This design comes from an exercise in tuning for small area, a short achievable clock period and few clock cycles on the open sky130 flow, not from production work. Where RTL was checked, it was by simulation tests only, not by an equivalence proof against the original. Power figures rest on the tool's default switching activity, not on a simulated workload.

==> inputs of 11-03 <==
// matrix_alu
module matrix_alu (
    input wire clk,
    input wire rst_n,
    input wire        start,
    input wire [2:0]  opcode,
    input wire [15:0] scalar_val,
    input wire [1:0]  slot_a_idx,
    input wire [1:0]  slot_b_idx,
    output reg        done,
    output reg        error,
    output reg [1:0]  mem_rd_slot,
    output reg [2:0]  mem_rd_row,
    output reg [2:0]  mem_rd_col,
    input  wire [15:0] mem_rd_data,
    input wire [2:0]  mem_current_m,
    input wire [2:0]  mem_current_n,
    output wire [1:0]  mem_wr_slot,
    output reg [2:0]  mem_wr_row,
    output reg [2:0]  mem_wr_col,
    output reg [15:0] mem_wr_data,
    output reg        mem_wr_we,
    output reg [2:0]  mem_res_m,
    output reg [2:0]  mem_res_n,
    output reg        mem_dim_we
);
    assign mem_wr_slot = 2'd2;
    wire is_add = (opcode == 3'd0);
    wire is_sub = (opcode == 3'd1);
    wire is_mul = (opcode == 3'd2);
    wire is_sca = (opcode == 3'd3);
    wire is_tra = (opcode == 3'd4);
    wire bad_op = opcode[2] & (opcode[1] | opcode[0]);
    wire two_ph = ~opcode[2];                   
    wire mulsca = is_mul | is_sca;
    reg       s1;          
    reg       rd_act;      
    reg       c1;          
  ...
clock: 8.0 ns
lec_check: 0
cap_margin: 20
core_margin: 2
core_utilization: 40
setup_slack_margin: 5
slew_margin: 20
run.sh (not shown) runs the stock make flow with config.mk's settings and CLKGATE_MAP_FILE= SYNTH_SCRIPT=/design/flow/synth_recipe.tcl, a recipe that flattens the netlist after the stock synthesis.
==> 02-07 (differences from 11-03) <==
- SETUP_SLACK_MARGIN: 5 -> 4
==> 06-10 (differences from 11-03) <==
--- a/flow/design.v
+++ b/flow/design.v
@@ -37,57 +37,49 @@
     reg       rd_act;      
     reg       c1;          
     reg       phb;         
     reg       phbm;        
     reg [2:0] i, j, k;
-    reg [2:0] dma, dna;    
-    reg        e1, e2, e_first, e_last, e2_last, f_v;
+    reg [2:0] dml, dnl;    
+    reg        e1, e2, e_last, e2_last, f_v, e_ew, acc_clr;
     reg [15:0] a_hold, b_cur, cs_s, cs_c;
     reg [3:0]  bo, bt, bn;    
     always @(*) begin
         mem_rd_row = phbm ? k : i;
         mem_rd_col = phbm ? j : k;
     end
     wire       go     = start & ~bad_op;
     wire       rd_now = s1 | rd_act;
-    wire [2:0] ma_e   = s1 ? mem_current_m : dma;
-    wire [2:0] na_e   = s1 ? mem_current_n : dna;
-    wire [2:0] nb_e   = c1 ? mem_current_n : mem_res_n;
-    wire mism = c1 & (((is_add | is_sub) & ((mem_current_m != dma) | (mem_current_n != dna))) |
-                      (is_mul & (mem_current_m != dna)));
-    wire i_max = (i == ma_e - 3'd1);
-    wire k_max = (k == na_e - 3'd1);
-    wire j_max = (j == nb_e - 3'd1);
-    wire adv    = rd_now & (phb | ~two_ph) & ~mism;
+    wire [2:0] ma = dml + 3'd1;
+    wire [2:0] na = dnl + 3'd1;
+    wire mism = c1 & (((is_add | is_sub) & ((mem_current_m != ma) | (mem_current_n != na))) |
+                      (is_mul & (mem_current_m != na)));
+    wire i_max = s1 ? (mem_current_m == 3'd1) : (i == dml);
+    wire k_max = s1 ? (mem_current_n == 3'd1) : (k == dnl);
+    wire j_max = c1 ? (mem_current_n == 3'd1) : (j == mem_res_n - 3'd1);
+    reg  kill;             
+    wire adv    = rd_now & (phb | ~two_ph) & ~kill;
     wire end_rd = adv & i_max & k_max & (~is_mul | j_max);
-    wire nphb   = rd_now & two_ph & ~mism & ~phb;
+    wire nphb   = (rd_now & two_ph & ~kill & ~phb) | (go & is_sca);
     always @(posedge clk or negedge rst_n) begin
         if (!rst_n) begin
-            s1 <= 1'b0; rd_act <= 1'b0; c1 <= 1'b0; phb <= 1'b0; phbm <= 1'b0;
-            mem_rd_slot <= 2'd0;
+            s1 <= 1'b0; rd_act <= 1'b0; c1 <= 1'b0; phb <= 1'b0; kill <= 1'b0;
             i <= 3'd0; j <= 3'd0; k <= 3'd0;
-            dma <= 3'd0; dna <= 3'd0;
-            e1 <= 1'b0; e2 <= 1'b0; e_first <= 1'b0; e_last <= 1'b0; e2_last <= 1'b0; f_v <= 1'b0;
+            e1 <= 1'b0; e2 <= 1'b0; f_v <= 1'b0; e_ew <= 1'b0;
             mem_wr_we <= 1'b0; mem_wr_row <= 3'd0; mem_wr_col <= 3'd0;
-            mem_res_m <= 3'd0; mem_res_n <= 3'd0; mem_dim_we <= 1'b0;
+            mem_dim_we <= 1'b0;
             done <= 1'b0; error <= 1'b0;
         end else begin
             s1 <= go;
             c1 <= s1 & two_ph;
-            if (s1) begin
-                dma <= mem_current_m;
-                dna <= mem_current_n;
-                mem_res_m <= is_tra ? mem_current_n : mem_current_m;
-                mem_res_n <= is_tra ? mem_current_m : mem_current_n;
-            end
-            if (c1 & is_mul) mem_res_n <= mem_current_n;
-            if (mism | end_rd) rd_act <= 1'b0;
+            kill <= mism;
+            if (kill | end_rd) rd_act <= 1'b0;
             else if (rd_now) rd_act <= 1'b1;
             phb  <= nphb;
-            phbm <= nphb & is_mul;
-            mem_rd_slot <= (nphb & ~is_sca) ? slot_b_idx : slot_a_idx;
-            if (adv) begin
+            if (kill) begin
+                i <= 3'd0; j <= 3'd0; k <= 3'd0;
+            end else if (adv) begin
                 if (is_tra) begin
                     if (i_max) begin
                         i <= 3'd0;
                         k <= k_max ? 3'd0 : k + 3'd1;
                     end else i <= i + 3'd1;
@@ -98,16 +90,14 @@
                         i <= i_max ? 3'd0 : i + 3'd1;
                     end else j <= j + 3'd1;
                 end else k <= k + 3'd1;
             end
             e1      <= adv & mulsca;
-            e_first <= ~is_mul | (k == 3'd0);
-            e_last  <= ~is_mul | k_max;
-            e2      <= e1;
-            e2_last <= e_last;
-            f_v     <= e2 & e2_last;
-            mem_wr_we <= (adv & ~mulsca) | f_v;
+            e2      <= e1 & ~kill;
+            f_v     <= (e_ew & ~kill) | (e2 & e2_last);
+            e_ew    <= adv & ~mulsca;
+            mem_wr_we <= f_v;
             done <= 1'b0;
             if (mem_wr_we) begin
                 if (mem_wr_col == mem_res_n - 3'd1) begin
                     mem_wr_col <= 3'd0;
                     if (mem_wr_row == mem_res_m - 3'd1) begin
@@ -119,13 +109,15 @@
             mem_dim_we <= (s1 & ~two_ph) | (c1 & two_ph & ~mism);
             if (start) error <= bad_op;
             else if (mism) error <= 1'b1;
         end
     end
-    wire [8:0] bsrc = phb ? {a_hold[7:0], 1'b0} : a_hold[15:7];
+    wire [15:0] dsrc = is_sca ? scalar_val : a_hold;
+    wire [8:0]  bsrc = ~mulsca ? ((is_sub & phb) ? 9'b111111110 : 9'b000000010) :
+                       phb ? {dsrc[7:0], 1'b0} : dsrc[15:7];
     integer d;
-    wire acc_en = ~(e1 & e_first);
+    wire acc_en = ~acc_clr;
     wire t0 = (bo[0] & b_cur[0]) ^ bn[0];
     wire t1 = ((bo[0] & b_cur[1]) | (bt[0] & b_cur[0])) ^ bn[0];
     wire t2 = ((bo[0] & b_cur[2]) | (bt[0] & b_cur[1])) ^ bn[0];
     wire t3 = ((bo[0] & b_cur[3]) | (bt[0] & b_cur[2])) ^ bn[0];
     wire t4 = ((bo[0] & b_cur[4]) | (bt[0] & b_cur[3])) ^ bn[0];
@@ -314,21 +306,32 @@
     wire t187 = t185 ^ t181 ^ t186;
     wire t188 = t183 ^ t187;
     wire [15:0] cs_s_n = {t188, t175, t167, t159, t151, t143, t135, t127, t119, t111, t105, t99, t95, t92, t89, t0};
     wire [15:0] cs_c_n = {1'b0, t182, t174, t166, t158, t150, t142, t134, t126, t118, t110, t104, t98, t94, t90, t88};
     always @(posedge clk) begin
-        if (start | (rd_now & two_ph & ~phb & ~is_sca))
-            a_hold <= is_sca ? scalar_val : mem_rd_data;
-        b_cur <= phb ? mem_rd_data : {b_cur[7:0], 8'd0};
+        if (s1) begin
+            dml <= mem_current_m - 3'd1;
+            dnl <= mem_current_n - 3'd1;
+            mem_res_m <= is_tra ? mem_current_n : mem_current_m;
+            mem_res_n <= is_tra ? mem_current_m : mem_current_n;
+        end
+        if (c1 & is_mul) mem_res_n <= mem_current_n;
+        phbm <= nphb & is_mul;
+        mem_rd_slot <= (nphb & ~is_sca) ? slot_b_idx : slot_a_idx;
+        acc_clr <= mulsca ? (adv & (~is_mul | (k == 3'd0))) : (~two_ph | ~phb);
+        e_last  <= ~is_mul | k_max;
+        e2_last <= e_last;
+    end
+    always @(posedge clk) begin
+        if (rd_now & is_mul & ~phb)
+            a_hold <= mem_rd_data;
+        b_cur <= (phb | ~mulsca) ? mem_rd_data : {b_cur[7:0], 8'd0};
         for (d = 0; d < 4; d = d + 1) begin
             bo[d] <= bsrc[2*d+1] ^ bsrc[2*d];
             bt[d] <= (bsrc[2*d+2] & ~bsrc[2*d+1] & ~bsrc[2*d]) | (~bsrc[2*d+2] & bsrc[2*d+1] & bsrc[2*d]);
             bn[d] <= bsrc[2*d+2];
         end
         cs_s <= cs_s_n;
         cs_c <= cs_c_n;
-        if (mulsca)      mem_wr_data <= cs_s + cs_c;
-        else if (is_add) mem_wr_data <= a_hold + mem_rd_data;
-        else if (is_sub) mem_wr_data <= a_hold - mem_rd_data;
-        else             mem_wr_data <= mem_rd_data;
+        mem_wr_data <= cs_s + cs_c;
     end
 endmodule
==> flow/flow/run.sh (new file) <==
#!/bin/bash
set -euo pipefail
export BUFFER_PORTS_ARGS="-buffer_cell sky130_fd_sc_hd__buf_1"
bash standard.sh finish > flow_make.log 2>&1
==> flow/standard.sh (new file) <==
#!/bin/bash
# synth_recipe.tcl (not shown) runs the flow's synth.tcl, then flattens the netlist and writes it again
# the make line also repeats each setting of config.mk as NAME=value (left out here)
make -C /OpenROAD-flow-scripts/flow DESIGN_CONFIG=/design/flow/config.mk WORK_HOME=/design/flow/orfs CLKGATE_MAP_FILE= SYNTH_SCRIPT=/design/flow/synth_recipe.tcl "${@:-finish}"
- CORE_UTILIZATION: 40 -> 60
- CTS_BUF_LIST: unset -> sky130_fd_sc_hd__clkbuf_4 sky130_fd_sc_hd__clkbuf_8
removed: flow/run.sh
==> qor summary <==
Sum of routed wire length over all layers: 11-03 29700 µm; 06-10 16900 µm; 02-07 26200 µm
Synthesized instance count: 11-03 1007; 06-10 771; 02-07 1007
Sequential-cell power consumption: 11-03 1.20 mW; 06-10 1.04 mW; 02-07 1.19 mW
Floorplan row count: 11-03 56; 06-10 42; 02-07 56
Global-route usage over all layers: 11-03 0.234; 06-10 0.249; 02-07 0.211
Wire length of the first global-routing pass: 11-03 46100 µm; 06-10 28300 µm; 02-07 42000 µm
Switching power: 11-03 1.99 mW; 06-10 1.08 mW; 02-07 1.88 mW
Clock buffer cells: 11-03 19; 06-10 17; 02-07 20
Power Clock: 11-03 0.760 mW; 06-10 0.611 mW; 02-07 0.946 mW
Seq_cells: 11-03 135; 06-10 137; 02-07 135
Non-clock buffer share of cell area: 11-03 0.131; 06-10 0.0408; 02-07 0.0817
Status: 11-03 no timing/DRC/antenna violations; 06-10 no timing/DRC/antenna violations; 02-07 no timing/DRC/antenna violations
Slack of the worst reg-to-reg path: 11-03 5.07 ns; 06-10 5.05 ns; 02-07 4.71 ns
Vias after detailed routing: 11-03 8090; 06-10 5726; 02-07 7443
Sequential cell area: 11-03 3140 µm²; 06-10 3200 µm²; 02-07 3080 µm²
Fraction of power consumed by sequential logic: 11-03 0.261; 06-10 0.369; 02-07 0.259
Switching part of the total power: 11-03 0.430; 06-10 0.383; 02-07 0.409
Fraction of area in clock buffers and inverters: 11-03 0.0432; 06-10 0.0466; 02-07 0.0605
Number of detailed-route iterations in the first pass: 11-03 6; 06-10 5; 02-07 5
Resized cells post-CTS: 11-03 245; 06-10 13; 02-07 18
Number of synthesized flops with an enable pin: 11-03 16; 06-10 28; 02-07 16
Clock transition time at the flip-flop clock pins of the worst setup and hold paths: 11-03 0.06 ns; 06-10 0.09 ns; 02-07 0.07 ns
Testbench counts of 06-10, summed over its fixed seeds: cycles 11,863.
No functional check of the RTL was part of 11-03 and 02-07.

[re-timing with driven ports]
Ports are ideal in the flow. The routed layouts listed here were re-timed in OpenROAD.
Step 1 sets driving cells, clkbuf_16 on the clock port and buf_2 on the other inputs (assumed; they add their load-dependent delay and slew).
Step 2 also shifts input and output timing later by t, the mid clock arrival at the registers, as if the neighbouring blocks saw the same clock.
Slacks: ideal / step 1 / step 2; pairs: ideal / step 1.
run | t (ns) | setup slack, ns | worst data-port slew with drivers (ns)
11-03 | 0.473 | 4.552 / 4.546 / 4.073 | 0.07
02-07 | 0.473 | 4.106 / 4.133 / 3.661 | 0.05
06-10 | 0.479 | 5.051 / 5.035 / 4.681 | 0.04
After both steps every run listed still meets setup and hold. For 11-03, which loses most, drivers alone change the setup slack by -0.006 ns; drivers and shift together by -0.479 ns.
